From an optimization exercise on the open Yosys and OpenROAD flow, aimed at small area, a short achievable clock period and few clock cycles; shortcuts taken in it are not production practice. RTL that was checked went through simulation tests only; none was proved equivalent to the original. Only the layout flow was run in run 8; the RTL was not checked for function there.

`flow/design.v`:
```
`timescale 1ns/1ps
module RISC_V(clk, rst, mem_addr, mem_wdata, mem_we, mem_rdata);
    input clk, rst;
    input  [15:0] mem_rdata;
    output [15:0] mem_addr;
    output [15:0] mem_wdata;
    output        mem_we;
    reg  [15:1] fa;         
    reg  [15:0] ir;         
    reg  [7:0]  sa, sb;     
    reg         iv;         
    reg         mem;        
    reg  [15:0] ea;         
    reg  [2:0]  mrd;        
    reg         mst;        
    reg  [15:0] rf [0:7];
    integer k;
    wire [15:0] w      = mem_rdata;
    wire        w_jump = (w[14:12] == 3'b100);
    wire        w_pt   = (w[14:12] == 3'b011) & w[15];   
    wire [15:1] inc    = w_jump ? {{4{w[15]}}, w[11:1]} :
                         w_pt   ? {{12{w[15]}}, w[9], w[2:1]} : 15'd1;
    wire [15:1] fnext  = fa + inc;
    wire [2:0] op  = ir[14:12];
    wire [2:0] f3  = ir[2:0];
    wire       exv = iv & ~mem;
    wire is_r  = (op == 3'b000);
    wire is_l  = (op == 3'b001);
    wire is_s  = (op == 3'b010);
    wire is_b  = (op == 3'b011);
    wire is_i  = (op == 3'b101);
    reg [15:0] a, b;
    always @(*) begin
        a = 16'd0;
        b = 16'd0;
        for (k = 0; k < 8; k = k + 1) begin
            a = a | ({16{sa[k]}} & rf[k]);
            b = b | ({16{sb[k]}} & rf[k]);
        end
    end
    wire [15:0] immI = {{10{ir[15]}}, ir[8:6], ir[2:0]};
    wire [15:0] immS = {{10{ir[15]}}, ir[5:0]};
    wire        sub  = is_b | (is_r & ~f3[2] & (f3[1] | f3[0]));
    wire [15:0] op2  = (is_r | is_b) ? (sub ? ~b : b) : (is_s ? immS : immI);
    wire [15:0] sum  = a + op2 + {15'd0, sub};
    wire        lt   = (a[15] ^ b[15]) ? a[15] : sum[15];
    wire        eq   = (a == b);
    reg [15:0] res;
    always @(*) begin
        if (is_r & (f3 == 3'b111))      res = a & b;
        else if (is_r & (f3 == 3'b110)) res = a | b;
        else if (is_r & (f3 == 3'b010)) res = {15'd0, lt};
        else                            res = sum;
    end
    wire [4:0]  bimm  = {ir[15], ir[15], ir[9], ir[2:1]};         
    wire [4:0]  boff  = ir[15] ? (5'd1 - bimm) : (bimm - 5'd1);
    wire [15:1] alt   = fa + {{10{boff[4]}}, boff};
    wire taken    = ir[11] ? lt : (eq ^ ir[10]);
    wire redirect = exv & is_b & (taken ^ ir[15]);
    wire        ex_we = exv & (is_r | is_i);
    wire        wen   = mem ? ~mst : ex_we;
    wire [2:0]  wa    = mem ? mrd : ir[11:9];
    wire [15:0] wd    = mem ? mem_rdata : res;
    always @(posedge clk)
        if (wen) rf[wa] <= wd;
    always @(posedge clk or posedge rst) begin
        if (rst) begin
            fa  <= 15'd0;
            iv  <= 1'b0;
            mem <= 1'b0;
        end else begin
            mem <= exv & (is_l | is_s);
            if (~mem) begin
                fa <= ({15{redirect}} & alt) | ({15{~redirect}} & fnext);
                iv <= ~redirect;
            end
        end
    end
    wire keep_b = mem | (exv & is_s);
    always @(posedge clk) begin
        if (~mem)
            ir <= w;
        for (k = 0; k < 8; k = k + 1) begin
            sa[k] <= mem ? (ir[5:3] == k) : (w[5:3] == k);
            sb[k] <= keep_b ? (ir[8:6] == k) : (w[8:6] == k);
        end
        ea  <= sum;
        mrd <= ir[11:9];
        mst <= is_s;
    end
    assign mem_addr  = mem ? ea : {fa, 1'b0};
    assign mem_wdata = b;
    assign mem_we    = mem & mst;
endmodule
```
`flow/run.sh`:
```
#!/bin/bash
# synth_recipe.tcl (not shown) runs the flow's synth.tcl, then flattens the netlist and writes it again
# the make line also repeats each setting of config.mk as NAME=value (left out here)
make -C /OpenROAD-flow-scripts/flow DESIGN_CONFIG=/design/flow/config.mk WORK_HOME=/design/flow/orfs CLKGATE_MAP_FILE= SYNTH_SCRIPT=/design/flow/synth_recipe.tcl finish
```
`flow/config.mk`:
```
export PLATFORM = sky130hd
export DESIGN_NAME = RISC_V
export DESIGN_NICKNAME = RISC_V
export VERILOG_FILES = /design/flow/design.v
export SDC_FILE = /design/flow/constraint.sdc
export NUM_CORES = 4
export LEC_CHECK = 0
export ABC_AREA = 1
export CAP_MARGIN = 20
export CORE_MARGIN = 2
export CORE_UTILIZATION = 40
export SETUP_SLACK_MARGIN = 4
export SLEW_MARGIN = 20
export TNS_END_PERCENT = 50
```
`flow/constraint.sdc`:
```
create_clock -name core_clock -period 8.0 [get_ports {clk}]
set_input_delay 1.6000 -clock core_clock [delete_from_list [all_inputs] [get_ports {clk}]]
set_output_delay 1.6000 -clock core_clock [all_outputs]
set_load 0.01 [all_outputs]
```
==> results.sh, run 1 <==
export IMPL_drtIter0Drc=1210
export IMPL_crit_start="sb[1]"
export IMPL_placementRows=63
export IMPL_finClkSkew_ns=0.0174
export IMPL_max_freq_ghz=0.250
export IMPL_antenna_found_initial=0
export IMPL_fin_crit_sh_pct=50.1
export IMPL_synth_compound_area_share_pct=11.5
export IMPL_path_class="reg -> out"
export IMPL_muxShareOfSynthArea_pct=0
export IMPL_hp_start="ir[10]"
export IMPL_post_route_min_period_ns=4.01
export IMPL_die_w_um=177
export IMPL_viasPerCell=5.52
export IMPL_synth_top_area_share_pct=36.3
export IMPL_clkSlewWorstSetupHoldPaths_ns=0.08
export IMPL_syn_to_final_growth_pct=18.3
export IMPL_whs_path_depth=0
export IMPL_cts_sinks=197
export IMPL_synth_top_family_by_area="simple AND/OR/NAND/NOR gates"
export IMPL_start_kind="register"
export IMPL_async_flop_share_pct=8.63
export IMPL_worstSkewPairLatency_ns=0.44
export IMPL_core_mm2=0.0295
export IMPL_diodes=0
export IMPL_cp_top_family="buffers and inverters"
export IMPL_dp_cells=1828
export IMPL_die_area_mm2=0.0312
export IMPL_synth_flop_cell="edfxtp_1"
export IMPL_fin_setup_tns_ns=0
export IMPL_ant_nets=0
export IMPL_slowest_delay_ns=0.58
export IMPL_grt_pass1_wl_um=57100
export IMPL_vias=10400
export IMPL_crit_chain="clkinvlp_4 > buf_4 > o21ai_0 > nor4_2 > inv_1 > clkdlybuf4s50_1"
export IMPL_cts_tree="yes"
export IMPL_rsz0062_at_grt="yes"
export IMPL_dp_slack_ns=2.74
export IMPL_fillers=2825
export IMPL_reg2reg_depth=18
export IMPL_place_gp_congestion=0.904
export IMPL_cts_root_buffer="clkbuf_16"
export IMPL_syn_inst=1423
export IMPL_grt_max_degree=56
export IMPL_syn_nets=1521
export IMPL_finalHoldViolations=0
export IMPL_avgSynthCellArea_um2=8.37
export IMPL_grt_pass1_vias=9882
export IMPL_synthAdderAreaFrac_pct=8.66
export IMPL_setup_violations=0
export IMPL_ios=51
export IMPL_drcViolationCount=0
export IMPL_cpMaxStageDelayCell="clkdlybuf4s50_1"
export IMPL_synthXorXnorAreaFrac_pct=3.31
export IMPL_fin_cells=1882
export IMPL_cp_arrival_ns=2.41
export IMPL_wire_per_inst_um=20.3
export IMPL_fp_dieH_um=177
export IMPL_setup_ws_ns=3.99
export IMPL_ys_warn_count=1
export IMPL_synth_cell_types=46
export IMPL_wirelength_um=38100
export IMPL_ys_top_cells_by_count="nand2_1, inv_1, edfxtp_1"
export IMPL_synth_area_leaders="edfxtp_1, nand2_1, ha_1"
export IMPL_fin_hold_ws_ns=0.454
export IMPL_yosys_area_share_simple_pct=21.5
export IMPL_cp_depth=6
export IMPL_hold_class="reg -> reg"
export IMPL_postCtsHoldBufs=0
export IMPL_initial_core_util_pct=40.4
export IMPL_run_status="timing/DRC/antenna clean"
export IMPL_yosysMostFrequentCell="nand2_1"
export IMPL_final_nets=1577
export IMPL_cp_max_fo=5
export IMPL_slew_headroom_pct=21.1
export IMPL_cap_violations=0
export IMPL_endpoint_kind="primary output"
export IMPL_hpwl_um=26100
export IMPL_cts_buffers=17
export IMPL_synth_top_area_cell="edfxtp_1"
export IMPL_port_buffer_count=50
export IMPL_ys_seq_area_share_pct=46.0
export IMPL_drtPass1Iterations=6
export IMPL_final_layout_size_suffix_gt1_share_pct=11.9
export IMPL_htreeDepth=4
export IMPL_timing_final_max_slew_violations=0
export IMPL_worst_pin_slew_ns=1.17
export IMPL_synth_cell_area_mm2=0.0119
export IMPL_r2r_start="sa[6]"
export IMPL_clk_path_buf_depth=2
export IMPL_cp_buffers_inverters=4
export IMPL_grt_overflow_total=0
export IMPL_yosys_register_bits=197
export IMPL_track_usage_pct=24.3
export IMPL_worstPathRequired_ns=6.40
export IMPL_synth_edf_count=144
## timing repair
action | in CTS | in global routing
resized for setup | 71 | 76
cloned | 0 | 2
endpoints found under the setup margin | 161 | 118
buffers inserted | 8 | 12
pin swaps | 7 | 21
## cell usage in the layout, fill, tap and decap left out, types with 29 or more instances in the layout
cell	netlist	layout
ha_1	76	74
nand2_1	403	401
inv_1	228	217
nand3_1	65	58
o21ai_0	83	70
clkdlybuf4s50_1	0	46
a21oi_1	43	40
buf_4	3	29
xor2_1	29	29
edfxtp_1	144	144
nor2_1	53	51
## through the flow
| step | instance area, um2 | utilization [%] |
|---|---|---|
| after floorplan | 11900 | - |
| after global placement | 12800 | 43.3 |
| after detailed placement | 12800 | 43.3 |
| after CTS | 13600 | 46.3 |
| after global routing | 14100 | 47.8 |
| final | 14100 | 47.8 |
## layout make-up
type	instances	area (um2)	area share (%)
timing repair buffer	84	785	5.57
clock buffer	18	429	3.05
tap	390	488	3.47
clock inverter	14	120	0.853
inverter	231	883	6.27
multi-input combinational	948	5880	41.8
sequential	197	5490	39.0
## final timing paths
path / end / slack, ns
min in group asynchronous: fa[10] / 1.60
worst min-delay path: mrd[1] / 0.45
worst max register to register: rf[5][13] / 4.15
worst max-delay path: mem_wdata[3] / 3.99
worst min register to register: mrd[1] / 0.45
max in group asynchronous: fa[6] / 5.90
## layer usage
layer	up-vias	track usage [%]	wire (um)
met5	-	0	0
met4	0	9.54	1450
met3	104	3.23	2390
met2	481	41.6	18500
met1	4942	31.2	15800
li1	4864	-	-
## logic make-up (layout without fill, tap and decap cells)
kind of cell | count (synthesis) | in the layout
xor gates and xnor gates | 45 | 45
adders and majority gates | 80 | 80
AOI/OAI and AO/OA | 219 | 219
buffers and inverters | 280 | 347
DFF | 197 | 197
and+or+nand+nor | 602 | 604
## registers in the layout (all words and copies together) (netlist names)
register,cells
mst,1
sb,8
mem,1
rf,128
ea,16
fa,15
mrd,3
sa,8
ir,16
iv,1
Testbench counts, summed over its fixed seeds: cycles 40,390.
==> run 2: changes to the inputs <==
--- a/flow/config.mk
+++ b/flow/config.mk
@@ -9,6 +9,7 @@
 export CAP_MARGIN = 20
 export CORE_MARGIN = 2
 export CORE_UTILIZATION = 40
+export CTS_CLUSTER_DIAMETER = 150
+export CTS_CLUSTER_SIZE = 30
 export SETUP_SLACK_MARGIN = 4
 export SLEW_MARGIN = 20
-export TNS_END_PERCENT = 50
==> run 2 against run 1 <==
  * Highest routed layer unchanged
  * Design area increased by 0.12%
  * Still clean
  * Critical path type unchanged
  * Global-route usage hardly changed
  * Critical path depth did not move
==> results.sh, run 2 <==
export IMPL_drtPass1Iterations=6
export IMPL_worst_pin_slew_ns=1.09
export IMPL_start_kind="register"
export IMPL_placementRows=63
export IMPL_run_status="timing/DRC/antenna clean"
export IMPL_clk_path_buf_depth=2
export IMPL_die_w_um=177
export IMPL_worstPathRequired_ns=6.40
export IMPL_crit_chain="clkinvlp_4 > buf_4 > o21ai_0 > nor4_4 > inv_1 > clkdlybuf4s50_1"
export IMPL_rsz0062_at_grt="yes"
export IMPL_synth_cell_area_mm2=0.0119
export IMPL_antenna_found_initial=0
export IMPL_slew_headroom_pct=26.4
export IMPL_hold_class="reg -> reg"
export IMPL_grt_pass1_vias=9890
export IMPL_fin_setup_tns_ns=0
export IMPL_post_route_min_period_ns=3.92
export IMPL_fin_hold_ws_ns=0.443
export IMPL_dp_slack_ns=2.74
export IMPL_seq_area_mm2=0.00549
export IMPL_cts_tree="yes"
export IMPL_grt_pass1_wl_um=57100
export IMPL_fp_dieH_um=177
export IMPL_cp_buffers_inverters=4
export IMPL_cts_root_buffer="clkbuf_16"
export IMPL_largestRegisters="rf x128, ea x16, ir x16"
export IMPL_core_mm2=0.0295
export IMPL_place_gp_congestion=0.904
export IMPL_synth_flop_cell="edfxtp_1"
export IMPL_setup_ws_ns=4.08
export IMPL_vias=10300
export IMPL_ios=51
export IMPL_cp_top_family="buffers and inverters"
export IMPL_finClkSkew_ns=0.0178
export IMPL_grt_max_degree=56
export IMPL_clkSlewWorstSetupHoldPaths_ns=0.08
export IMPL_largest_reg_flops=128
export IMPL_syn_to_final_growth_pct=18.4
export IMPL_path_class="reg -> out"
export IMPL_yosysMostFrequentCell="nand2_1"
export IMPL_regMostFlops="rf"
export IMPL_setup_violations=0
export IMPL_initial_core_util_pct=40.4
export IMPL_port_buffer_count=50
export IMPL_track_usage_pct=24.4
export IMPL_ys_warn_count=1
export IMPL_ys_seq_area_share_pct=46.0
export IMPL_fin_crit_sh_pct=49.0
export IMPL_slowest_delay_ns=0.61
export IMPL_async_flop_share_pct=8.63
export IMPL_hpwl_um=26100
export IMPL_fillers=2824
export IMPL_wire_per_inst_um=20.1
export IMPL_cts_buffers=17
export IMPL_cts_sinks=197
export IMPL_cpMaxStageDelayCell="clkdlybuf4s50_1"
export IMPL_grt_overflow_total=0
export IMPL_mostFrequentLayoutCells="nand2_1, inv_1, edfxtp_1"
export IMPL_final_common_cell="nand2_1"
export IMPL_worstSkewPairLatency_ns=0.45
export IMPL_max_freq_ghz=0.255
export IMPL_syn_inst=1423
export IMPL_wirelength_um=38000
export IMPL_cp_arrival_ns=2.32
export IMPL_synth_edf_count=144
export IMPL_synth_top_area_share_pct=36.3
export IMPL_ant_nets=0
export IMPL_drcViolationCount=0
export IMPL_timing_final_max_slew_violations=0
export IMPL_multi_input_area_mm2=0.00588
export IMPL_cp_max_fo=5
export IMPL_ys_top_cells_by_count="nand2_1, inv_1, edfxtp_1"
export IMPL_finalHoldViolations=0
export IMPL_avgSynthCellArea_um2=8.37
export IMPL_final_layout_size_suffix_gt1_share_pct=12.4
export IMPL_viasPerCell=5.47
export IMPL_htreeDepth=4
export IMPL_yosys_register_bits=197
export IMPL_post_route_util_pct=47.8
export IMPL_syn_nets=1521
export IMPL_endpoint_kind="primary output"
export IMPL_cap_violations=0
export IMPL_die_area_mm2=0.0312
export IMPL_drtIter0Drc=1165
export IMPL_final_nets=1579
export IMPL_synth_top_area_cell="edfxtp_1"
export IMPL_synth_area_leaders="edfxtp_1, nand2_1, ha_1"
export IMPL_synth_cell_types=46
==> run 2: worst reg2reg max path, cell delays in order, from the launching register on <==
cell and delay [ns]:
dfxtp_2 0.41, inv_1 0.32, o21ai_0 0.18, nor4_2 0.43
inv_1 0.14, ha_1 0.31, nor4_1 0.55, nand4_1 0.28
xnor2_1 0.22, or2_2 0.33, nand3_2 0.15, nand3_4 0.18
nand2_1 0.11, nand3_1 0.09, nand2_1 0.08
==> run 2: per-stage QoR <==
step                      instance area [um2]  instances
after floorplan                         11900       1423
final                                   14100       1885
after global placement                  12800       1828
after detailed placement                12800       1828
after CTS                               13700       1870
after global routing                    14100       1884
==> run 2: final cells by class <==
cell class,instances,area share [%]
clock buffer,18,3.04
clock inverter,14,0.852
tap,390,3.46
inverter,231,6.27
multi-input combinational,948,41.7
timing repair buffer,86,5.69
antenna,1,0.0178
sequential,197,39.0
==> run 2: final timing paths <==
path                       startpoint           end  cells after the start  slack (ns)
max                             sb[1]  mem_wdata[3]                      6        4.08
min                            ir[10]        mrd[1]                      0        0.44
max reg2reg                     sa[6]        fa[11]                     14        4.17
min reg2reg                    ir[10]        mrd[1]                      0        0.44
max in group asynchronous         rst         fa[6]                      2        5.89
min in group asynchronous         rst        fa[10]                      2        1.60
==> run 2: metal layers <==
metal  share of wire, %  GRT usage (%)  vias to the layer above  wire length [um]
met1                 42           31.2                     4909             15800
met4                3.9           9.95                        0              1490
li1                   -              -                     4864                 -
met3                6.4           3.25                       99              2410
met5                  0              0                        -                 0
met2                 48           41.6                      436             18300
==> run 2: repair_timing <==
action                                  in CTS  in global routing
buffers inserted                            10                 12
resized for setup                           73                 79
hold buffers                                 0                  0
pin swaps                                    9                 22
cloned                                       0                  2
endpoints found under the setup margin     161                117
==> run 2: kinds of logic after synthesis <==
family,count (synthesis),share of synthesized area (%)
simple gates,602,21.5
compound gates,219,11.5
flops,197,46.0
fa+ha+maj,80,8.66
xor+xnor,45,3.31
buf+inv,280,9.11
==> run 3: changes to the inputs <==
--- a/flow/config.mk
+++ b/flow/config.mk
@@ -8,8 +8,6 @@
 export ABC_AREA = 1
 export CAP_MARGIN = 20
 export CORE_MARGIN = 2
-export CORE_UTILIZATION = 40
-export CTS_CLUSTER_DIAMETER = 150
-export CTS_CLUSTER_SIZE = 30
+export CORE_UTILIZATION = 55
 export SETUP_SLACK_MARGIN = 4
 export SLEW_MARGIN = 20
==> run 3 against run 2 <==
  * Die area down 27%
  * Critical endpoint is now mem_wdata[13]
  * Synthesized area unchanged
  * Routed wire length down 0.95%
  * Design area down 0.80%
  * Utilization up 18 points
  * Setup slack worse by 0.011 ns
==> results.sh, run 3 <==
export IMPL_avgSynthCellArea_um2=8.37
export IMPL_die_area_mm2=0.0228
export IMPL_diodes=0
export IMPL_vias=10300
export IMPL_start_kind="register"
export IMPL_syn_nets=1521
export IMPL_synthAdderAreaFrac_pct=8.66
export IMPL_syn_inst=1423
export IMPL_synth_area_leaders="edfxtp_1, nand2_1, ha_1"
export IMPL_cts_sinks=197
export IMPL_fin_setup_tns_ns=0
export IMPL_dp_slack_ns=2.93
export IMPL_drtIter0Drc=1016
export IMPL_regMostFlops="rf"
export IMPL_synth_top_area_share_pct=36.3
export IMPL_synth_top_area_cell="edfxtp_1"
export IMPL_antenna_found_initial=1
export IMPL_fin_crit_sh_pct=49.1
export IMPL_place_gp_congestion=0.954
export IMPL_max_freq_ghz=0.254
export IMPL_syn_to_final_growth_pct=17.5
export IMPL_worst_pin_slew_ns=1.17
export IMPL_ant_nets=0
export IMPL_grt_pass1_wl_um=56000
export IMPL_cap_violations=0
export IMPL_grt_overflow_total=0
export IMPL_cp_buffers_inverters=3
export IMPL_post_route_min_period_ns=3.93
export IMPL_synthXorXnorAreaFrac_pct=3.31
export IMPL_postCtsHoldBufs=0
export IMPL_drtPass1Iterations=5
export IMPL_multi_input_area_mm2=0.00582
export IMPL_slowest_delay_ns=0.51
export IMPL_synth_edf_count=144
export IMPL_placementRows=53
export IMPL_rsz0062_at_grt="no"
export IMPL_async_flop_share_pct=8.63
export IMPL_cp_arrival_ns=2.33
export IMPL_crit_path_frequent_cell="inv_1"
export IMPL_wire_per_inst_um=21.3
export IMPL_hold_class="reg -> reg"
export IMPL_run_status="timing/DRC/antenna clean"
export IMPL_cp_max_fo=13
export IMPL_finClkSkew_ns=0.0177
export IMPL_final_common_cell="nand2_1"
export IMPL_endpoint_kind="primary output"
export IMPL_ys_warn_count=1
export IMPL_seq_area_mm2=0.00551
export IMPL_viasPerCell=5.82
export IMPL_slew_headroom_pct=21.0
export IMPL_yosys_area_share_simple_pct=21.5
export IMPL_cts_buffers=17
export IMPL_worstSkewPairLatency_ns=0.45
export IMPL_timing_final_max_slew_violations=0
export IMPL_final_nets=1579
export IMPL_synth_flop_cell="edfxtp_1"
export IMPL_yosysMostFrequentCell="nand2_1"
export IMPL_cp_top_family="buffers and inverters"
export IMPL_setup_violations=0
export IMPL_ys_seq_area_share_pct=46.0
export IMPL_path_class="reg -> out"
export IMPL_hpwl_um=26000
export IMPL_grt_pass1_vias=9941
export IMPL_muxShareOfSynthArea_pct=0
export IMPL_clk_path_buf_depth=2
export IMPL_synth_top_family_by_area="simple AND/OR/NAND/NOR gates"
export IMPL_htreeDepth=4
export IMPL_setup_ws_ns=4.07
export IMPL_cts_root_buffer="clkbuf_16"
export IMPL_final_layout_size_suffix_gt1_share_pct=12.1
export IMPL_ys_top_cells_by_count="nand2_1, inv_1, edfxtp_1"
export IMPL_synth_cell_types=46
export IMPL_worstPathRequired_ns=6.40
export IMPL_ios=51
export IMPL_fp_dieH_um=151
export IMPL_cts_tree="yes"
export IMPL_cpMaxStageDelayCell="clkdlybuf4s50_1"
export IMPL_finalHoldViolations=0
export IMPL_mostFrequentLayoutCells="nand2_1, inv_1, edfxtp_1"
export IMPL_grt_max_degree=53
export IMPL_track_usage_pct=33.5
export IMPL_largest_reg_flops=128
export IMPL_die_w_um=151
export IMPL_initial_core_util_pct=56.3
export IMPL_port_buffer_count=50
export IMPL_drcViolationCount=0
export IMPL_yosys_register_bits=197
export IMPL_fillers=1771
export IMPL_synth_cell_area_mm2=0.0119
export IMPL_core_mm2=0.0212
export IMPL_wirelength_um=37600
export IMPL_largestRegisters="rf x128, ea x16, ir x16"
export IMPL_crit_chain="inv_1 > o21ai_0 > nor4_4 > inv_1 > clkdlybuf4s50_1"
export IMPL_synth_compound_area_share_pct=11.5
export IMPL_clkSlewWorstSetupHoldPaths_ns=0.09
run 3: cell types whose count changed in the layout (fill, tap and decap cells not counted), moves of 3 or more:
| cell | before | now |
|---|---|---|
| clkinv_8 | 1 | 5 |
| clkinvlp_4 | 5 | 2 |
| dfxtp_1 | 27 | 22 |
| dfxtp_4 | 5 | 8 |
| inv_1 | 215 | 218 |
| nand3_1 | 57 | 62 |
| nor2_2 | 0 | 3 |
| nor2_4 | 5 | 2 |
| inv_12 | 0 | 3 |
| ha_1 | 74 | 71 |
| nand3_2 | 11 | 6 |
run 3: final timing paths:
path                            startpoint       endpoint  slack (ns)  depth (start not counted)
worst max register to register       sb[1]      rf[7][14]        4.12                         21
max in group asynchronous              rst          fa[9]        5.88                          2
worst max-delay path                 sb[7]  mem_wdata[13]        4.07                          5
worst min register to register          iv             iv        0.50                          2
min in group asynchronous              rst          fa[6]        1.59                          2
worst min-delay path                    iv             iv        0.50                          2
run 3: logic make-up after synthesis:
logic type / count (synthesis)
compound gates: 219
xor+xnor: 45
fa+ha+maj: 80
buf+inv: 280
flops: 197
simple gates: 602
run 3: through the flow:
stage | cells | utilization (%) | hold WS (ns) | instance area [um2]
floorplan | 1423 | - | 0.365 | 11900
global placement | 1708 | 59.6 | 0.473 | 12600
detailed placement | 1708 | 59.6 | 0.484 | 12600
CTS | 1750 | 64.3 | 0.507 | 13600
global route | 1769 | 66.1 | 0.507 | 14000
finish | 1769 | 66.1 | 0.505 | 14000
run 3: cell type report:
class                   count  share of cell area (%)
multi-input cells         946                    41.6
flip-flops and latches    197                    39.4
inverters                 231                    6.28
repair buffers             88                    5.82
clock buffers              17                    3.04
well taps                 275                    2.46
clock inverters            15                    1.36
run 3: repair_timing:
| item | CTS | global route |
|---|---|---|
| resized for setup | 78 | 65 |
| setup buffers | 10 | 19 |
| endpoints found under the setup margin | 156 | 120 |
| pin swaps | 12 | 17 |
run 3: per-layer routing:
metal,vias to the layer above,global-route usage (%),share of wire (%)
met5,-,0,0
met4,0,17.7,5.2
met3,112,6.63,8.4
met2,481,56.3,48
met1,4859,40.9,39
li1,4846,-,-
run 3: worst register-to-register path: cells and delay by family (launching register included):
| family | cells | cell delay (ns) |
|---|---|---|
| adders and majority gates | 2 | 0.68 |
| and+or+nand+nor | 6 | 0.47 |
| xor gates and xnor gates | 2 | 0.32 |
| DFF | 1 | 0.39 |
| AOI/OAI and AO/OA | 7 | 1.26 |
| buffers and inverters | 4 | 0.46 |
==> run 4: changes to the inputs <==
--- a/flow/config.mk
+++ b/flow/config.mk
@@ -8,6 +8,6 @@
 export ABC_AREA = 1
 export CAP_MARGIN = 20
 export CORE_MARGIN = 2
-export CORE_UTILIZATION = 55
-export SETUP_SLACK_MARGIN = 4
+export CORE_UTILIZATION = 40
+export SETUP_SLACK_MARGIN = 4.2
 export SLEW_MARGIN = 20
==> run 4 against run 3 <==
  * Worst hold slack worse by 0.082 ns
  * Sequential cell count did not move
  * Clock skew down 0.0067 ns
  * Routed wire length up 3.0%
==> results.sh, run 4 <==
export IMPL_wire_per_inst_um=20.3
export IMPL_final_common_cell="nand2_1"
export IMPL_core_mm2=0.0295
export IMPL_endpoint_kind="primary output"
export IMPL_reg2reg_depth=19
export IMPL_cp_max_fo=11
export IMPL_async_flop_share_pct=8.63
export IMPL_slowest_delay_ns=0.44
export IMPL_synth_flop_cell="edfxtp_1"
export IMPL_synth_top_area_cell="edfxtp_1"
export IMPL_ys_seq_area_share_pct=46.0
export IMPL_viasPerCell=5.48
export IMPL_cts_buffers=17
export IMPL_seq_area_mm2=0.00550
export IMPL_mostFrequentLayoutCells="nand2_1, inv_1, edfxtp_1"
export IMPL_drtIter0Drc=1169
export IMPL_finalHoldViolations=0
export IMPL_setup_ws_ns=4.24
export IMPL_regMostFlops="rf"
export IMPL_fin_setup_tns_ns=0
export IMPL_synth_cell_area_mm2=0.0119
export IMPL_ys_warn_count=1
export IMPL_ys_top_cells_by_count="nand2_1, inv_1, edfxtp_1"
export IMPL_yosysMostFrequentCell="nand2_1"
export IMPL_path_class="reg -> out"
export IMPL_worstSkewPairLatency_ns=0.45
export IMPL_cts_root_buffer="clkbuf_16"
export IMPL_cap_violations=0
export IMPL_die_w_um=177
export IMPL_drcViolationCount=0
export IMPL_diodes=0
export IMPL_timing_final_max_slew_violations=0
export IMPL_largestRegisters="rf x128, ea x16, ir x16"
export IMPL_antenna_found_initial=0
export IMPL_worst_pin_slew_ns=1.11
export IMPL_dp_slack_ns=3.11
export IMPL_hpwl_um=26400
export IMPL_htreeDepth=4
export IMPL_place_gp_congestion=0.946
export IMPL_cpMaxStageDelayCell="nor4_2"
export IMPL_initial_core_util_pct=40.4
export IMPL_cp_depth=7
export IMPL_post_route_util_pct=49.4
export IMPL_die_area_mm2=0.0312
export IMPL_fillers=2781
export IMPL_synth_top_area_share_pct=36.3
export IMPL_track_usage_pct=24.5
export IMPL_postCtsHoldBufs=0
export IMPL_yosys_register_bits=197
export IMPL_synth_cell_types=46
export IMPL_multi_input_area_mm2=0.00602
export IMPL_grt_pass1_wl_um=57000
export IMPL_crit_chain="buf_6 > clkinvlp_4 > buf_4 > o21ai_0 > nor4_2 > inv_1 > dlygate4sd2_1"
export IMPL_ant_nets=0
export IMPL_placementRows=63
export IMPL_cp_buffers_inverters=5
export IMPL_clkSlewWorstSetupHoldPaths_ns=0.08
export IMPL_vias=10500
export IMPL_slew_headroom_pct=25.2
export IMPL_final_layout_size_suffix_gt1_share_pct=16.0
export IMPL_port_buffer_count=50
export IMPL_synth_area_leaders="edfxtp_1, nand2_1, ha_1"
export IMPL_finClkSkew_ns=0.0109
export IMPL_largest_reg_flops=128
export IMPL_drtPass1Iterations=7
export IMPL_syn_nets=1521
export IMPL_cts_sinks=197
export IMPL_syn_inst=1423
export IMPL_post_route_min_period_ns=3.76
export IMPL_clk_path_buf_depth=2
export IMPL_start_kind="register"
export IMPL_fp_dieH_um=177
export IMPL_run_status="timing/DRC/antenna clean"
export IMPL_synth_edf_count=144
export IMPL_cp_arrival_ns=2.16
export IMPL_hold_class="reg -> reg"
export IMPL_cts_tree="yes"
export IMPL_fin_hold_ws_ns=0.423
export IMPL_final_nets=1608
export IMPL_avgSynthCellArea_um2=8.37
export IMPL_ios=51
export IMPL_grt_pass1_vias=9915
export IMPL_cp_top_family="buffers and inverters"
export IMPL_syn_to_final_growth_pct=22.2
export IMPL_max_freq_ghz=0.266
export IMPL_worstPathRequired_ns=6.40
export IMPL_fin_crit_sh_pct=47.0
export IMPL_whs_path_depth=0
export IMPL_setup_violations=0
export IMPL_wirelength_um=38700
export IMPL_grt_max_degree=47
export IMPL_grt_overflow_total=0
export IMPL_rsz0062_at_grt="yes"
-- run 4: cell families after synthesis --
family                     Yosys count  share of synthesized area [%]
AOI/OAI and AO/OA                  219                           11.5
xor gates and xnor gates            45                           3.31
adders and majority gates           80                           8.66
buffers and inverters              280                           9.11
DFF                                197                           46.0
and+or+nand+nor                    602                           21.5
-- run 4: final timing paths --
kind / start / to / slack, ns
hold / removal: ir[10] / mrd[1] / 0.42
setup reg to reg: sa[1] / rf[4][13] / 4.31
min in group asynchronous: rst / fa[11] / 1.59
setup / recovery: sb[1] / mem_wdata[9] / 4.24
max in group asynchronous: rst / fa[14] / 5.93
hold reg to reg: ir[10] / mrd[1] / 0.42
-- run 4: final cells by class --
class / count / area share (%)
timing repair buffer: 115 / 7.41
sequential: 197 / 37.8
clock inverter: 13 / 0.955
multi-input combinational: 948 / 41.4
clock buffer: 18 / 2.95
inverter: 231 / 6.14
tap: 390 / 3.35
-- run 4: worst reg2reg max path, stage by stage, from the launching register on --
cell	delay (ns)
dfxtp_1	0.31
buf_4	0.19
clkinvlp_4	0.20
o21ai_0	0.14
nor4_2	0.50
inv_1	0.15
ha_1	0.37
nand2_1	0.07
inv_1	0.09
nand3_1	0.11
o21ai_4	0.22
inv_2	0.05
nor3_1	0.13
nor2_1	0.09
o21ai_1	0.18
xor2_1	0.12
a21o_1	0.16
nand2_1	0.06
o21ai_0	0.09
buf_4	0.18
-- run 4: layer usage --
layer  part of all wire [%]  vias to the layer above  global-route usage [%]
li1                       -                     4924                       -
met1                     40                     4926                    30.6
met2                     48                      506                    41.0
met3                    7.2                      122                    4.03
met4                    4.8                        0                    12.1
met5                      0                        -                       0
-- run 4: what timing repair did --
item                       in CTS  in global routing
resized for setup             112                 95
pin swaps                      20                 34
setup buffers                  26                 21
cloned                          2                  2
setup endpoints to repair     177                122
-- run 4: metrics by stage --
stage	instance area (um2)	instances
5_1_grt	14500	1912
3_3_place_gp	12800	1829
6_report	14500	1912
2_1_floorplan	11900	1423
3_5_place_dp	12800	1829
4_1_cts	14000	1888
==> run 5: changes to the inputs <==
--- a/flow/config.mk
+++ b/flow/config.mk
@@ -9,5 +9,5 @@
 export CAP_MARGIN = 20
 export CORE_MARGIN = 2
 export CORE_UTILIZATION = 40
-export SETUP_SLACK_MARGIN = 4.2
+export SETUP_SLACK_MARGIN = 3.8
 export SLEW_MARGIN = 20
==> run 5 against run 4 <==
  * Synthesized cell count is the same
  * Count of clock-buffer cells in the layout is the same
  * Clock skew grew 0.0027 ns
  * Design area shrank 4.4%
==> results.sh, run 5 <==
export IMPL_final_common_cell="nand2_1"
export IMPL_post_route_util_pct=47.2
export IMPL_ys_top_cells_by_count="nand2_1, inv_1, edfxtp_1"
export IMPL_dp_slack_ns=2.83
export IMPL_synth_compound_area_share_pct=11.5
export IMPL_rsz0062_at_grt="yes"
export IMPL_synthAdderAreaFrac_pct=8.66
export IMPL_antenna_found_initial=0
export IMPL_slowest_delay_ns=0.56
export IMPL_synth_top_area_cell="edfxtp_1"
export IMPL_htreeDepth=4
export IMPL_cp_arrival_ns=2.61
export IMPL_cpMaxStageDelayCell="clkdlybuf4s50_1"
export IMPL_regToRegSetupSlack_ns=3.90
export IMPL_cap_violations=0
export IMPL_fin_crit_sh_pct=52.7
export IMPL_synth_top_family_by_area="simple AND/OR/NAND/NOR gates"
export IMPL_whs_path_depth=0
export IMPL_cp_top_family="buffers and inverters"
export IMPL_track_usage_pct=24.0
export IMPL_ios=51
export IMPL_synth_cell_types=46
export IMPL_placed_area_mm2=0.0128
export IMPL_finClkSkew_ns=0.0136
export IMPL_setup_ws_ns=3.79
export IMPL_vias=10200
export IMPL_die_w_um=177
export IMPL_syn_inst=1423
export IMPL_post_route_min_period_ns=4.21
export IMPL_place_gp_congestion=0.900
export IMPL_initial_core_util_pct=40.4
export IMPL_synth_area_leaders="edfxtp_1, nand2_1, ha_1"
export IMPL_grt_pass1_wl_um=55500
export IMPL_viasPerCell=5.41
export IMPL_grt_pass1_vias=9599
export IMPL_avgSynthCellArea_um2=8.37
export IMPL_muxShareOfSynthArea_pct=0
export IMPL_path_class="reg -> out"
export IMPL_crit_chain="clkinvlp_4 > buf_4 > o21ai_0 > nor4_2 > buf_4 > inv_1 > clkdlybuf4s50_1"
export IMPL_synth_edf_count=144
export IMPL_cts_sinks=197
export IMPL_cts_buffers=17
export IMPL_synthXorXnorAreaFrac_pct=3.31
export IMPL_fin_setup_tns_ns=0
export IMPL_slew_headroom_pct=26.9
export IMPL_worstSkewPairLatency_ns=0.45
export IMPL_ys_warn_count=1
export IMPL_worstPathRequired_ns=6.40
export IMPL_wirelength_um=37300
export IMPL_cp_max_fo=11
export IMPL_regMostFlops="rf"
export IMPL_min_to="mrd[1]"
export IMPL_drtPass1Iterations=6
export IMPL_finalHoldViolations=0
export IMPL_ant_nets=0
export IMPL_fillers=2832
export IMPL_async_flop_share_pct=8.63
export IMPL_yosys_register_bits=197
export IMPL_fin_area_mm2=0.0139
export IMPL_cts_root_buffer="clkbuf_16"
export IMPL_multi_input_area_mm2=0.00567
export IMPL_run_status="timing/DRC/antenna clean"
export IMPL_clk_path_buf_depth=2
export IMPL_placementRows=63
export IMPL_grt_max_degree=70
export IMPL_timing_final_max_slew_violations=0
export IMPL_crit_path_frequent_cell="buf_4"
export IMPL_synth_cell_area_mm2=0.0119
export IMPL_yosysMostFrequentCell="nand2_1"
export IMPL_synth_flop_cell="edfxtp_1"
export IMPL_hp_start="ir[10]"
export IMPL_r2r_start="sa[0]"
export IMPL_clkSlewWorstSetupHoldPaths_ns=0.08
export IMPL_hpwl_um=25900
export IMPL_mostFrequentLayoutCells="nand2_1, inv_1, edfxtp_1"
export IMPL_endpoint_kind="primary output"
export IMPL_postCtsHoldBufs=0
export IMPL_fp_dieH_um=177
export IMPL_grt_overflow_total=0
export IMPL_reg2reg_depth=18
export IMPL_wire_per_inst_um=19.8
export IMPL_setup_violations=0
export IMPL_yosys_area_share_simple_pct=21.5
export IMPL_seq_area_mm2=0.00548
export IMPL_drcViolationCount=0
export IMPL_core_mm2=0.0295
export IMPL_final_nets=1576
export IMPL_cp_buffers_inverters=5
export IMPL_final_layout_size_suffix_gt1_share_pct=9.93
export IMPL_hold_class="reg -> reg"
export IMPL_port_buffer_count=50
export IMPL_drtIter0Drc=1074
export IMPL_synth_top_area_share_pct=36.3
export IMPL_timing_rr_end="rf[2][14]"
export IMPL_die_area_mm2=0.0312
export IMPL_diodes=0
export IMPL_worst_pin_slew_ns=1.09
export IMPL_cts_tree="yes"
export IMPL_syn_nets=1521
export IMPL_ys_seq_area_share_pct=46.0
export IMPL_max_freq_ghz=0.237
export IMPL_start_kind="register"
export IMPL_largestRegisters="rf x128, ea x16, ir x16"
export IMPL_syn_to_final_growth_pct=16.8
export IMPL_largest_reg_flops=128
[run 5: final cells by class]
type                    count  area share (%)
multi-input cells         946            40.8
flip-flops and latches    197            39.4
inverters                 231            6.33
repair buffers             85            5.66
well taps                 390            3.51
clock buffers              18            3.09
clock inverters            14            1.23
[run 5: cells by family (layout without fill, tap and decap cells)]
| family | count (synthesis) | in the layout |
|---|---|---|
| compound gates | 219 | 219 |
| simple gates | 602 | 602 |
| buf+inv | 280 | 348 |
| fa+ha+maj | 80 | 80 |
| xor+xnor | 45 | 45 |
| flops | 197 | 197 |
[run 5: metrics by stage]
stage / instances / hold slack (ns)
after floorplan: 1423 / 0.365
after detailed placement: 1827 / 0.430
final: 1881 / 0.452
after global placement: 1827 / 0.422
after global routing: 1881 / 0.469
after CTS: 1865 / 0.452
[run 5: repair_timing]
action / CTS / global route
setup endpoints to repair: 128 / 116
pin swaps: 6 / 11
gates resized for setup: 50 / 44
buffers inserted: 6 / 14
[run 5: worst max path at each step]
| stage | slack, ns | start | end | cells after the start |
|---|---|---|---|---|
| after floorplan | 3.88 | mem_rdata[15] | fa[15] | 19 |
| after global placement | 2.87 | mem_rdata[15] | fa[15] | 20 |
| after detailed placement | 2.83 | mem_rdata[15] | fa[15] | 20 |
| after CTS | 3.81 | ir[2] | fa[12] | 19 |
| after global routing | 3.70 | sb[6] | rf[2][14] | 22 |
| final | 3.79 | sb[1] | mem_wdata[9] | 7 |
[run 5: per-layer routing]
| metal | global-route usage [%] | vias up | share of wire, % |
|---|---|---|---|
| li1 | - | 4843 | - |
| met1 | 30.1 | 4801 | 41 |
| met2 | 40.2 | 431 | 48 |
| met3 | 4.22 | 93 | 6.7 |
| met4 | 11.3 | 0 | 4.3 |
| met5 | 0 | - | 0 |
==> run 6: changes to the inputs <==
--- a/flow/config.mk
+++ b/flow/config.mk
@@ -9,5 +9,6 @@
 export CAP_MARGIN = 20
 export CORE_MARGIN = 2
 export CORE_UTILIZATION = 40
-export SETUP_SLACK_MARGIN = 3.8
+export CTS_BUF_LIST = sky130_fd_sc_hd__clkbuf_8 sky130_fd_sc_hd__clkbuf_16
+export SETUP_SLACK_MARGIN = 4
 export SLEW_MARGIN = 20
==> run 6 against run 5 <==
  * Still clean
  * Sequential share of layout area decreased by 0.45 points
  * Routed wire length is 2.1% higher
  * Critical path depth fell by 1
  * Register-to-register slack better by 0.26 ns
  * Critical path type unchanged
  * Highest routed layer unchanged
==> results.sh, run 6 <==
export IMPL_run_status="timing/DRC/antenna clean"
export IMPL_viasPerCell=5.47
export IMPL_drtIter0Drc=1212
export IMPL_largest_reg_flops=128
export IMPL_cts_buffers=17
export IMPL_regMostFlops="rf"
export IMPL_cts_root_buffer="clkbuf_16"
export IMPL_worst_pin_slew_ns=1.12
export IMPL_yosys_register_bits=197
export IMPL_mostFrequentLayoutCells="nand2_1, inv_1, edfxtp_1"
export IMPL_slew_headroom_pct=24.3
export IMPL_wire_per_inst_um=20.2
export IMPL_final_common_cell="nand2_1"
export IMPL_dp_cells=1828
export IMPL_worstSkewPairLatency_ns=0.44
export IMPL_grt_max_degree=56
export IMPL_diodes=0
export IMPL_regToRegSetupSlack_ns=4.16
export IMPL_yosysMostFrequentCell="nand2_1"
export IMPL_whs_path_depth=0
export IMPL_track_usage_pct=24.4
export IMPL_hpwl_um=26100
export IMPL_wirelength_um=38100
export IMPL_path_class="reg -> out"
export IMPL_reg2reg_depth=14
export IMPL_synth_top_area_cell="edfxtp_1"
export IMPL_fillers=2825
export IMPL_crit_chain="buf_6 > clkinvlp_4 > o21ai_0 > nor4_2 > inv_1 > clkdlybuf4s50_1"
export IMPL_ys_seq_area_share_pct=46.0
export IMPL_core_mm2=0.0295
export IMPL_largestRegisters="rf x128, ea x16, ir x16"
export IMPL_fin_cells=1884
export IMPL_ys_warn_count=1
export IMPL_htreeDepth=4
export IMPL_grt_overflow_total=0
export IMPL_fin_setup_tns_ns=0
export IMPL_r2r_start="sa[6]"
export IMPL_drtPass1Iterations=6
export IMPL_cpMaxStageDelayCell="clkdlybuf4s50_1"
export IMPL_synth_top_area_share_pct=36.3
export IMPL_ys_top_cells_by_count="nand2_1, inv_1, edfxtp_1"
export IMPL_placementRows=63
export IMPL_clk_path_buf_depth=2
export IMPL_cp_max_fo=12
export IMPL_cap_violations=0
export IMPL_start_kind="register"
export IMPL_clkSlewWorstSetupHoldPaths_ns=0.08
export IMPL_place_gp_congestion=0.904
export IMPL_grt_pass1_wl_um=57100
export IMPL_syn_inst=1423
export IMPL_endpoint="mem_wdata[14]"
export IMPL_async_flop_share_pct=8.63
export IMPL_final_nets=1579
export IMPL_synth_flop_cell="edfxtp_1"
export IMPL_antenna_found_initial=0
export IMPL_setup_violations=0
export IMPL_crit_start="sb[0]"
export IMPL_synth_area_leaders="edfxtp_1, nand2_1, ha_1"
export IMPL_synth_edf_count=144
export IMPL_setup_ws_ns=4.08
export IMPL_cts_sinks=197
export IMPL_worstPathRequired_ns=6.40
export IMPL_avgSynthCellArea_um2=8.37
export IMPL_synth_cell_area_mm2=0.0119
export IMPL_vias=10300
export IMPL_fin_crit_sh_pct=49.0
export IMPL_initial_core_util_pct=40.4
export IMPL_finClkSkew_ns=0.0156
export IMPL_finalHoldViolations=0
export IMPL_cp_arrival_ns=2.32
export IMPL_drcViolationCount=0
export IMPL_synth_cell_types=46
export IMPL_port_buffer_count=50
export IMPL_post_route_min_period_ns=3.92
export IMPL_ant_nets=0
export IMPL_rsz0062_at_grt="yes"
export IMPL_grt_pass1_vias=9890
export IMPL_ios=51
export IMPL_fp_dieH_um=177
export IMPL_cts_tree="yes"
export IMPL_die_area_mm2=0.0312
export IMPL_timing_rr_end="fa[11]"
export IMPL_endpoint_kind="primary output"
export IMPL_final_layout_size_suffix_gt1_share_pct=12.4
export IMPL_slowest_delay_ns=0.52
export IMPL_die_w_um=177
export IMPL_max_freq_ghz=0.255
export IMPL_syn_nets=1521
export IMPL_syn_to_final_growth_pct=18.4
export IMPL_dp_slack_ns=2.74
export IMPL_timing_final_max_slew_violations=0
export IMPL_hold_class="reg -> reg"
## run 6: changes by cell type in the layout (fill, tap and decap cells not counted), moves of 4 or more
cell     change
dfxtp_1      -4
inv_1        -5
inv_2        +6
nand3_1      -6
nand3_2      +6
nor2_2       -4
nor2_4       +4
nor4_4       +5
o21ai_1      -4
o21ai_2      +5
## run 6: critical path, delay by kind of cell, from the launching register on
family / cells / cell delay [ns]
flops: 1 / 0.31
simple gates: 1 / 0.42
compound gates: 1 / 0.13
buf+inv: 4 / 1.01
## run 6: per-layer routing
| metal | vias to the layer above | routed length (um) | track usage [%] |
|---|---|---|---|
| met5 | - | 0 | 0 |
| met2 | 440 | 18300 | 41.6 |
| met4 | 0 | 1480 | 9.95 |
| li1 | 4864 | - | - |
| met1 | 4917 | 16000 | 31.2 |
| met3 | 92 | 2310 | 3.25 |
## run 6: kinds of logic (layout without fill, tap and decap cells)
kind of cell / Yosys count / count (layout) / synth area share [%]
and+or+nand+nor: 602 / 604 / 21.5
xor gates and xnor gates: 45 / 45 / 3.31
adders and majority gates: 80 / 80 / 8.66
buffers and inverters: 280 / 349 / 9.11
DFF: 197 / 197 / 46.0
AOI/OAI and AO/OA: 219 / 219 / 11.5
## run 6: area by class of cell
type	count	area (um2)	area share [%]
multi-input combinational	948	5880	41.7
sequential	197	5490	39.0
inverter	231	883	6.27
timing repair buffer	86	802	5.69
tap	390	488	3.46
clock buffer	17	425	3.02
clock inverter	15	124	0.879
## run 6: worst min path at each step
stage | endpoint | from | slack, ns
after CTS | mrd[1] | ir[10] | 0.44
after global placement | mrd[1] | ir[10] | 0.43
after floorplan | mrd[0] | ir[9] | 0.36
after global routing | mrd[1] | ir[10] | 0.45
after detailed placement | mrd[1] | ir[10] | 0.42
final | mrd[1] | ir[10] | 0.45
## run 6: per-stage QoR
stage	utilization, %	hold slack (ns)	cell area (um2)
finish	47.8	0.454	14100
global route	47.8	0.455	14100
CTS	46.3	0.441	13700
detailed placement	43.3	0.424	12800
global placement	43.3	0.426	12800
floorplan	-	0.365	11900
## run 6: what timing repair did
item,CTS,global route
cloned,0,2
hold endpoints to repair,0,0
gates resized for setup,73,79
hold buffers,0,0
setup endpoints to repair,161,117
pin swaps,9,22
buffers inserted,10,12
==> run 7: changes to the inputs <==
--- a/flow/config.mk
+++ b/flow/config.mk
@@ -9,6 +9,8 @@
 export CAP_MARGIN = 20
 export CORE_MARGIN = 2
 export CORE_UTILIZATION = 40
-export CTS_BUF_LIST = sky130_fd_sc_hd__clkbuf_8 sky130_fd_sc_hd__clkbuf_16
+export CTS_BUF_LIST = sky130_fd_sc_hd__clkbuf_8
+export CTS_CLUSTER_DIAMETER = 60
+export CTS_CLUSTER_SIZE = 10
 export SETUP_SLACK_MARGIN = 4
 export SLEW_MARGIN = 20
==> run 7 against run 6 <==
  * Still clean
  * Synthesized area stayed put
  * Count of clock-buffer cells in the layout is the same
  * Worst hold slack gained 0.0026 ns
  * Register-to-register slack worse by 0.06 ns
  * Design area decreased by 1.3%
  * Critical path type unchanged
  * Critical endpoint is now mem_wdata[12]
  * Highest routed layer unchanged
==> results.sh, run 7 <==
export IMPL_endpoint_kind="primary output"
export IMPL_grt_pass1_wl_um=56600
export IMPL_place_gp_congestion=0.904
export IMPL_drtIter0Drc=1156
export IMPL_synth_area_leaders="edfxtp_1, nand2_1, ha_1"
export IMPL_fillers=2862
export IMPL_cp_max_fo=6
export IMPL_synth_edf_count=144
export IMPL_hold_class="reg -> reg"
export IMPL_clk_path_buf_depth=2
export IMPL_async_flop_share_pct=8.63
export IMPL_cts_root_buffer="clkbuf_8"
export IMPL_antenna_found_initial=0
export IMPL_cp_arrival_ns=2.32
export IMPL_final_common_cell="nand2_1"
export IMPL_r2r_start="sa[6]"
export IMPL_crit_chain="clkinvlp_4 > o21ai_1 > nor4_2 > buf_4 > inv_1 > clkdlybuf4s50_1"
export IMPL_post_route_min_period_ns=3.92
export IMPL_cts_sinks=197
export IMPL_largest_reg_flops=128
export IMPL_core_mm2=0.0295
export IMPL_path_class="reg -> out"
export IMPL_synth_flop_cell="edfxtp_1"
export IMPL_cts_buffers=17
export IMPL_syn_inst=1423
export IMPL_synth_top_area_share_pct=36.3
export IMPL_final_layout_size_suffix_gt1_share_pct=12.6
export IMPL_worstPathRequired_ns=6.40
export IMPL_fin_setup_tns_ns=0
export IMPL_timing_rr_end="fa[11]"
export IMPL_final_nets=1589
export IMPL_cpMaxStageDelayCell="clkdlybuf4s50_1"
export IMPL_yosysMostFrequentCell="nand2_1"
export IMPL_grt_overflow_total=0
export IMPL_timing_final_max_slew_violations=0
export IMPL_fin_crit_sh_pct=49.0
export IMPL_regMostFlops="rf"
export IMPL_start_kind="register"
export IMPL_vias=10300
export IMPL_max_freq_ghz=0.255
export IMPL_synth_top_area_cell="edfxtp_1"
export IMPL_multi_input_area_mm2=0.00583
export IMPL_rsz0062_at_grt="yes"
export IMPL_yosys_register_bits=197
export IMPL_syn_to_final_growth_pct=16.8
export IMPL_worst_pin_slew_ns=1.09
export IMPL_mostFrequentLayoutCells="nand2_1, inv_1, edfxtp_1"
export IMPL_seq_area_mm2=0.00549
export IMPL_ys_top_cells_by_count="nand2_1, inv_1, edfxtp_1"
export IMPL_cap_violations=0
export IMPL_die_w_um=177
export IMPL_run_status="timing/DRC/antenna clean"
export IMPL_setup_ws_ns=4.08
export IMPL_ys_seq_area_share_pct=46.0
export IMPL_finClkSkew_ns=0.0254
export IMPL_htreeDepth=4
export IMPL_grt_max_degree=56
export IMPL_hpwl_um=26100
export IMPL_fp_dieH_um=177
export IMPL_avgSynthCellArea_um2=8.37
export IMPL_ys_warn_count=1
export IMPL_syn_nets=1521
export IMPL_cts_tree="yes"
export IMPL_synth_cell_types=46
export IMPL_crit_start="sb[1]"
export IMPL_worstSkewPairLatency_ns=0.49
export IMPL_slowest_delay_ns=0.57
export IMPL_setup_violations=0
export IMPL_ant_nets=0
export IMPL_synth_cell_area_mm2=0.0119
export IMPL_diodes=0
export IMPL_clkSlewWorstSetupHoldPaths_ns=0.12
export IMPL_grt_pass1_vias=9890
export IMPL_largestRegisters="rf x128, ea x16, ir x16"
export IMPL_finalHoldViolations=0
export IMPL_postCtsHoldBufs=0
export IMPL_drcViolationCount=0
export IMPL_dp_slack_ns=2.74
export IMPL_reg2reg_depth=14
export IMPL_regToRegSetupSlack_ns=4.10
export IMPL_die_area_mm2=0.0312
export IMPL_endpoint="mem_wdata[12]"
export IMPL_ios=51
export IMPL_initial_core_util_pct=40.4
export IMPL_slew_headroom_pct=26.7
export IMPL_track_usage_pct=24.2
export IMPL_wire_per_inst_um=20.1
export IMPL_wirelength_um=38100
export IMPL_viasPerCell=5.46
export IMPL_port_buffer_count=50
export IMPL_drtPass1Iterations=5
export IMPL_placementRows=63
==> run 7: changes by cell type in the layout (fill, tap and decap cells not counted), moves of 3 or more <==
cell       delta
nor4_4        -3
o21ai_0       -4
o21ai_1       +4
clkbuf_8     +17
buf_4        +10
nand3_1       +4
nor4_2        +3
nor2_2        +4
nand3_2       -4
clkbuf_16    -17
==> run 7: critical path, delay by kind of cell (launching register included) <==
| kind | cells | cell delay (ns) |
|---|---|---|
| buffers and inverters | 4 | 1.08 |
| DFF | 1 | 0.43 |
| AOI/OAI and AO/OA | 1 | 0.25 |
| and+or+nand+nor | 1 | 0.08 |
==> run 7: cells by family (layout without fill, tap and decap cells) <==
| kind of cell | Yosys count | after routing | share of synthesized area (%) |
|---|---|---|---|
| and+or+nand+nor | 602 | 604 | 21.5 |
| buffers and inverters | 280 | 359 | 9.11 |
| AOI/OAI and AO/OA | 219 | 219 | 11.5 |
| DFF | 197 | 197 | 46.0 |
| adders and majority gates | 80 | 80 | 8.66 |
| xor gates and xnor gates | 45 | 45 | 3.31 |
==> run 7: timing repair <==
action	4_1_cts	5_1_grt
buffers inserted	19	13
setup endpoints to repair	162	116
resized for setup	78	69
pin swaps	14	19
gates cloned	0	2
==> run 7: how the worst min path moves through the flow <==
| stage | start | to | slack, ns | cells past startpoint |
|---|---|---|---|---|
| 6_report | ir[10] | mrd[1] | 0.46 | 0 |
| 5_1_grt | ir[10] | mrd[1] | 0.46 | 0 |
| 4_1_cts | ir[10] | mrd[1] | 0.45 | 0 |
| 3_5_place_dp | ir[10] | mrd[1] | 0.42 | 0 |
| 3_3_place_gp | ir[10] | mrd[1] | 0.43 | 0 |
| 2_1_floorplan | ir[9] | mrd[0] | 0.36 | 0 |
==> run 7: final cells by class <==
type / count / area share (%)
Clock inverter: 15 / 0.891
Timing Repair Buffer: 96 / 6.13
Inverter: 231 / 6.35
Tap cell: 390 / 3.51
Sequential cell: 197 / 39.5
Multi-Input combinational cell: 948 / 41.9
Clock buffer: 17 / 1.68
==> run 7: metal layers <==
layer | global-route usage [%] | routed length, um
met1 | 31.1 | 15900
met2 | 41.2 | 18100
met3 | 3.01 | 2390
met4 | 10.4 | 1680
met5 | 0 | 0
==> run 7: through the flow <==
step	cell area [um2]	hold WS (ns)	instances	util, %
finish	13900	0.457	1894	47.2
global route	13900	0.463	1894	47.2
CTS	13600	0.449	1879	46.0
detailed placement	12800	0.424	1828	43.3
global placement	12800	0.426	1828	43.3
floorplan	11900	0.365	1423	-
==> run 8: changes to the inputs <==
--- a/flow/design.v
+++ b/flow/design.v
@@ -13,6 +13,7 @@
     reg  [15:0] ea;         
     reg  [2:0]  mrd;        
     reg         mst;        
+    reg  [15:0] wdata;      
     reg  [15:0] rf [0:7];
     integer k;
     wire [15:0] w      = mem_rdata;
@@ -76,7 +77,7 @@
             end
         end
     end
-    wire keep_b = mem | (exv & is_s);
+    wire keep_b = mem;
     always @(posedge clk) begin
         if (~mem)
             ir <= w;
@@ -85,10 +86,11 @@
             sb[k] <= keep_b ? (ir[8:6] == k) : (w[8:6] == k);
         end
         ea  <= sum;
+        wdata <= b;
         mrd <= ir[11:9];
         mst <= is_s;
     end
     assign mem_addr  = mem ? ea : {fa, 1'b0};
-    assign mem_wdata = b;
+    assign mem_wdata = wdata;
     assign mem_we    = mem & mst;
 endmodule
--- a/flow/config.mk
+++ b/flow/config.mk
@@ -9,8 +9,5 @@
 export CAP_MARGIN = 20
 export CORE_MARGIN = 2
 export CORE_UTILIZATION = 40
-export CTS_BUF_LIST = sky130_fd_sc_hd__clkbuf_8
-export CTS_CLUSTER_DIAMETER = 60
-export CTS_CLUSTER_SIZE = 10
 export SETUP_SLACK_MARGIN = 4
 export SLEW_MARGIN = 20
==> run 8 against run 7 <==
  * Still clean
  * First-iteration DRC count shrank 15%
  * Design area grew 5.7%
  * Synthesized area grew 2.1%
  * Clock skew shrank 0.011 ns
  * Register-to-register slack is essentially flat
  * Routed wire length grew 1.9%
  * Critical path type is now reg -> reg
  * Highest routed layer unchanged
==> results.sh, run 8 <==
export IMPL_worstPathRequired_ns=8.19
export IMPL_cp_buffers_inverters=3
export IMPL_max_freq_ghz=0.257
export IMPL_port_buffer_count=50
export IMPL_diodes=0
export IMPL_endpoint_kind="register"
export IMPL_placementRows=63
export IMPL_viasPerCell=5.44
export IMPL_synth_top_area_cell="edfxtp_1"
export IMPL_syn_nets=1505
export IMPL_fin_setup_tns_ns=0
export IMPL_yosys_register_bits=213
export IMPL_synth_cell_types=49
export IMPL_grt_pass1_vias=10100
export IMPL_synth_edf_count=144
export IMPL_grt_overflow_total=0
export IMPL_wire_per_inst_um=20.5
export IMPL_ios=51
export IMPL_timing_final_max_slew_violations=0
export IMPL_fin_crit_sh_pct=48.6
export IMPL_run_status="timing/DRC/antenna clean"
export IMPL_synth_top_area_share_pct=35.6
export IMPL_wirelength_um=38800
export IMPL_rsz0062_at_grt="yes"
export IMPL_avgSynthCellArea_um2=8.64
export IMPL_hold_class="reg -> reg"
export IMPL_grt_pass1_wl_um=58100
export IMPL_cp_max_fo=10
export IMPL_syn_inst=1407
export IMPL_fp_dieH_um=178
export IMPL_initial_core_util_pct=40.8
export IMPL_worst_pin_slew_ns=1.12
export IMPL_path_class="reg -> reg"
export IMPL_drtIter0Drc=982
export IMPL_clk_path_buf_depth=3
export IMPL_setup_violations=0
export IMPL_antenna_found_initial=1
export IMPL_hpwl_um=27500
export IMPL_largest_reg_flops=128
export IMPL_ys_top_cells_by_count="nand2_1, inv_1, edfxtp_1"
export IMPL_yosysMostFrequentCell="nand2_1"
export IMPL_ys_seq_area_share_pct=47.7
export IMPL_drtPass1Iterations=6
export IMPL_setup_ws_ns=4.11
export IMPL_final_nets=1583
export IMPL_cp_arrival_ns=4.08
export IMPL_regMostFlops="rf"
export IMPL_cp_top_family="compound AO/OA/AOI/OAI gates"
export IMPL_crit_chain="clkinvlp_4 > o22ai_1 > a221o_1 > nor4_4 > inv_1 > ha_1 > a21oi_1 > a21boi_0 > nand2_1 > buf_4 > xor2_1 > nand2_1 > o211ai_1 > o211ai_1 > o21ai_0"
export IMPL_core_mm2=0.0298
export IMPL_die_w_um=178
export IMPL_syn_to_final_growth_pct=21.0
export IMPL_synth_flop_cell="edfxtp_1"
export IMPL_start_kind="register"
export IMPL_cap_violations=0
export IMPL_cts_buffers=24
export IMPL_cpMaxStageDelayCell="o21ai_0"
export IMPL_place_gp_congestion=0.961
export IMPL_ys_warn_count=1
export IMPL_slowest_delay_ns=0.45
export IMPL_post_route_min_period_ns=3.89
export IMPL_cts_tree="yes"
export IMPL_final_layout_size_suffix_gt1_share_pct=12.8
export IMPL_clkSlewWorstSetupHoldPaths_ns=0.06
export IMPL_post_route_util_pct=49.3
export IMPL_worstSkewPairLatency_ns=0.55
export IMPL_die_area_mm2=0.0318
export IMPL_drcViolationCount=0
export IMPL_cts_root_buffer="clkbuf_16"
export IMPL_track_usage_pct=24.2
export IMPL_finClkSkew_ns=0.0148
export IMPL_async_flop_share_pct=7.98
export IMPL_final_common_cell="nand2_1"
export IMPL_synth_area_leaders="edfxtp_1, nand2_1, dfxtp_1"
export IMPL_ant_nets=0
export IMPL_finalHoldViolations=0
export IMPL_vias=10300
export IMPL_postCtsHoldBufs=0
export IMPL_synth_cell_area_mm2=0.0122
export IMPL_dp_slack_ns=3.06
export IMPL_slew_headroom_pct=24.6
export IMPL_cts_sinks=213
export IMPL_grt_max_degree=68
export IMPL_mostFrequentLayoutCells="nand2_1, inv_1, edfxtp_1"
export IMPL_htreeDepth=1
==> run 8: cell types whose count changed in the layout (fill, tap and decap cells not counted), sizes merged, moves of 6 or more <==
cell / delta
nand2: -33
nand3: -22
dfxtp: +16
o22ai: +16
nand4: +15
clkinv: +9
clkbuf: +7
inv: -6
o2111ai: -6
==> run 8: cell families (layout without fill, tap and decap cells) <==
kind of cell / count (synthesis) / after routing / share of synthesized area [%]
AND/OR/NAND/NOR: 564 / 565 / 20.3
adder cells (fa/ha/maj): 80 / 80 / 8.49
buffers and inverters: 275 / 369 / 8.64
AO/OA/AOI/OAI: 230 / 230 / 11.7
XOR/XNOR: 45 / 45 / 3.24
flip-flops: 213 / 213 / 47.7
==> run 8: what timing repair did <==
action / in CTS / in global routing
setup endpoints to repair: 121 / 97
gates cloned: 0 / 1
hold endpoints to repair: 0 / 0
setup buffers: 6 / 29
pin swaps: 7 / 30
gates resized for setup: 76 / 71
==> run 8: per-stage QoR <==
stage / hold slack [ns] / cells / area, um2
floorplan: 0.386 / 1407 / 12200
global placement: 0.422 / 1812 / 13000
detailed placement: 0.429 / 1812 / 13000
CTS: 0.443 / 1861 / 14200
global route: 0.469 / 1892 / 14700
finish: 0.445 / 1892 / 14700
==> run 8: cell type report <==
cell class	count	area (um2)
fill	2742	15100
multi-input combinational	920	5820
sequential	213	5820
inverter	232	892
timing repair buffer	94	868
clock buffer	26	608
tap	390	488
clock inverter	17	206
==> run 8: path summary, 6_finish.rpt <==
check	startpoint	endpoint	slack [ns]	cells after the start
worst max-delay path	sa[0]	rf[0][7]	4.11	15
min in group asynchronous	rst	fa[6]	1.49	2
worst min-delay path	ir[10]	mrd[1]	0.45	0
worst min register to register	ir[10]	mrd[1]	0.45	0
max in group asynchronous	rst	fa[13]	6.04	2
worst max register to register	sa[0]	rf[0][7]	4.11	15
==> run 8: layer usage <==
metal	wire length [um]	track usage, %
met3	2670	3.18
met2	17700	40.3
met1	16500	31.5
met5	0	0
met4	1930	10.7

## static timing again, ports no longer ideal
How much do the figures lean on ideal ports? The routed layouts below were timed once more, with nothing changed but the port constraints.
Step 1 (the two cells are an assumption about what drives the block):
set clk [get_ports {clk}]
set_driving_cell -lib_cell sky130_fd_sc_hd__clkbuf_16 $clk
set_driving_cell -lib_cell sky130_fd_sc_hd__buf_2 [delete_from_list [all_inputs] $clk]
Step 2 adds t to the input delays and takes it off the output delays; t is the mean of the earliest and latest rising clock arrival at the registers after step 1. Input paths then give back, and output paths get back, about the clock's delay inside the block.
Three values: ideal, step 1, step 2; two values: the first two.
run | shift t [ns] | slack for setup (ns) | worst setup path after step 2
run 1 | 0.487 | 3.993 / 3.941 / 3.586 | input to register
run 2 | 0.488 | 4.080 / 4.029 / 3.688 | input to register
run 3 | 0.488 | 4.069 / 4.022 / 3.783 | input to register
run 4 | 0.492 | 4.240 / 4.191 / 3.848 | input to register
run 5 | 0.497 | 3.786 / 3.736 / 3.681 | input to register
run 6 | 0.487 | 4.083 / 4.032 / 3.686 | input to register
run 7 | 0.528 | 4.077 / 4.030 / 3.630 | input to register
run 8 | 0.589 | 4.111 / 4.086 / 3.675 | input to register
After both steps every run listed still meets setup and hold. The setup slack of run 7, which loses most, moves by -0.047 ns with the drivers and by -0.447 ns with both steps.
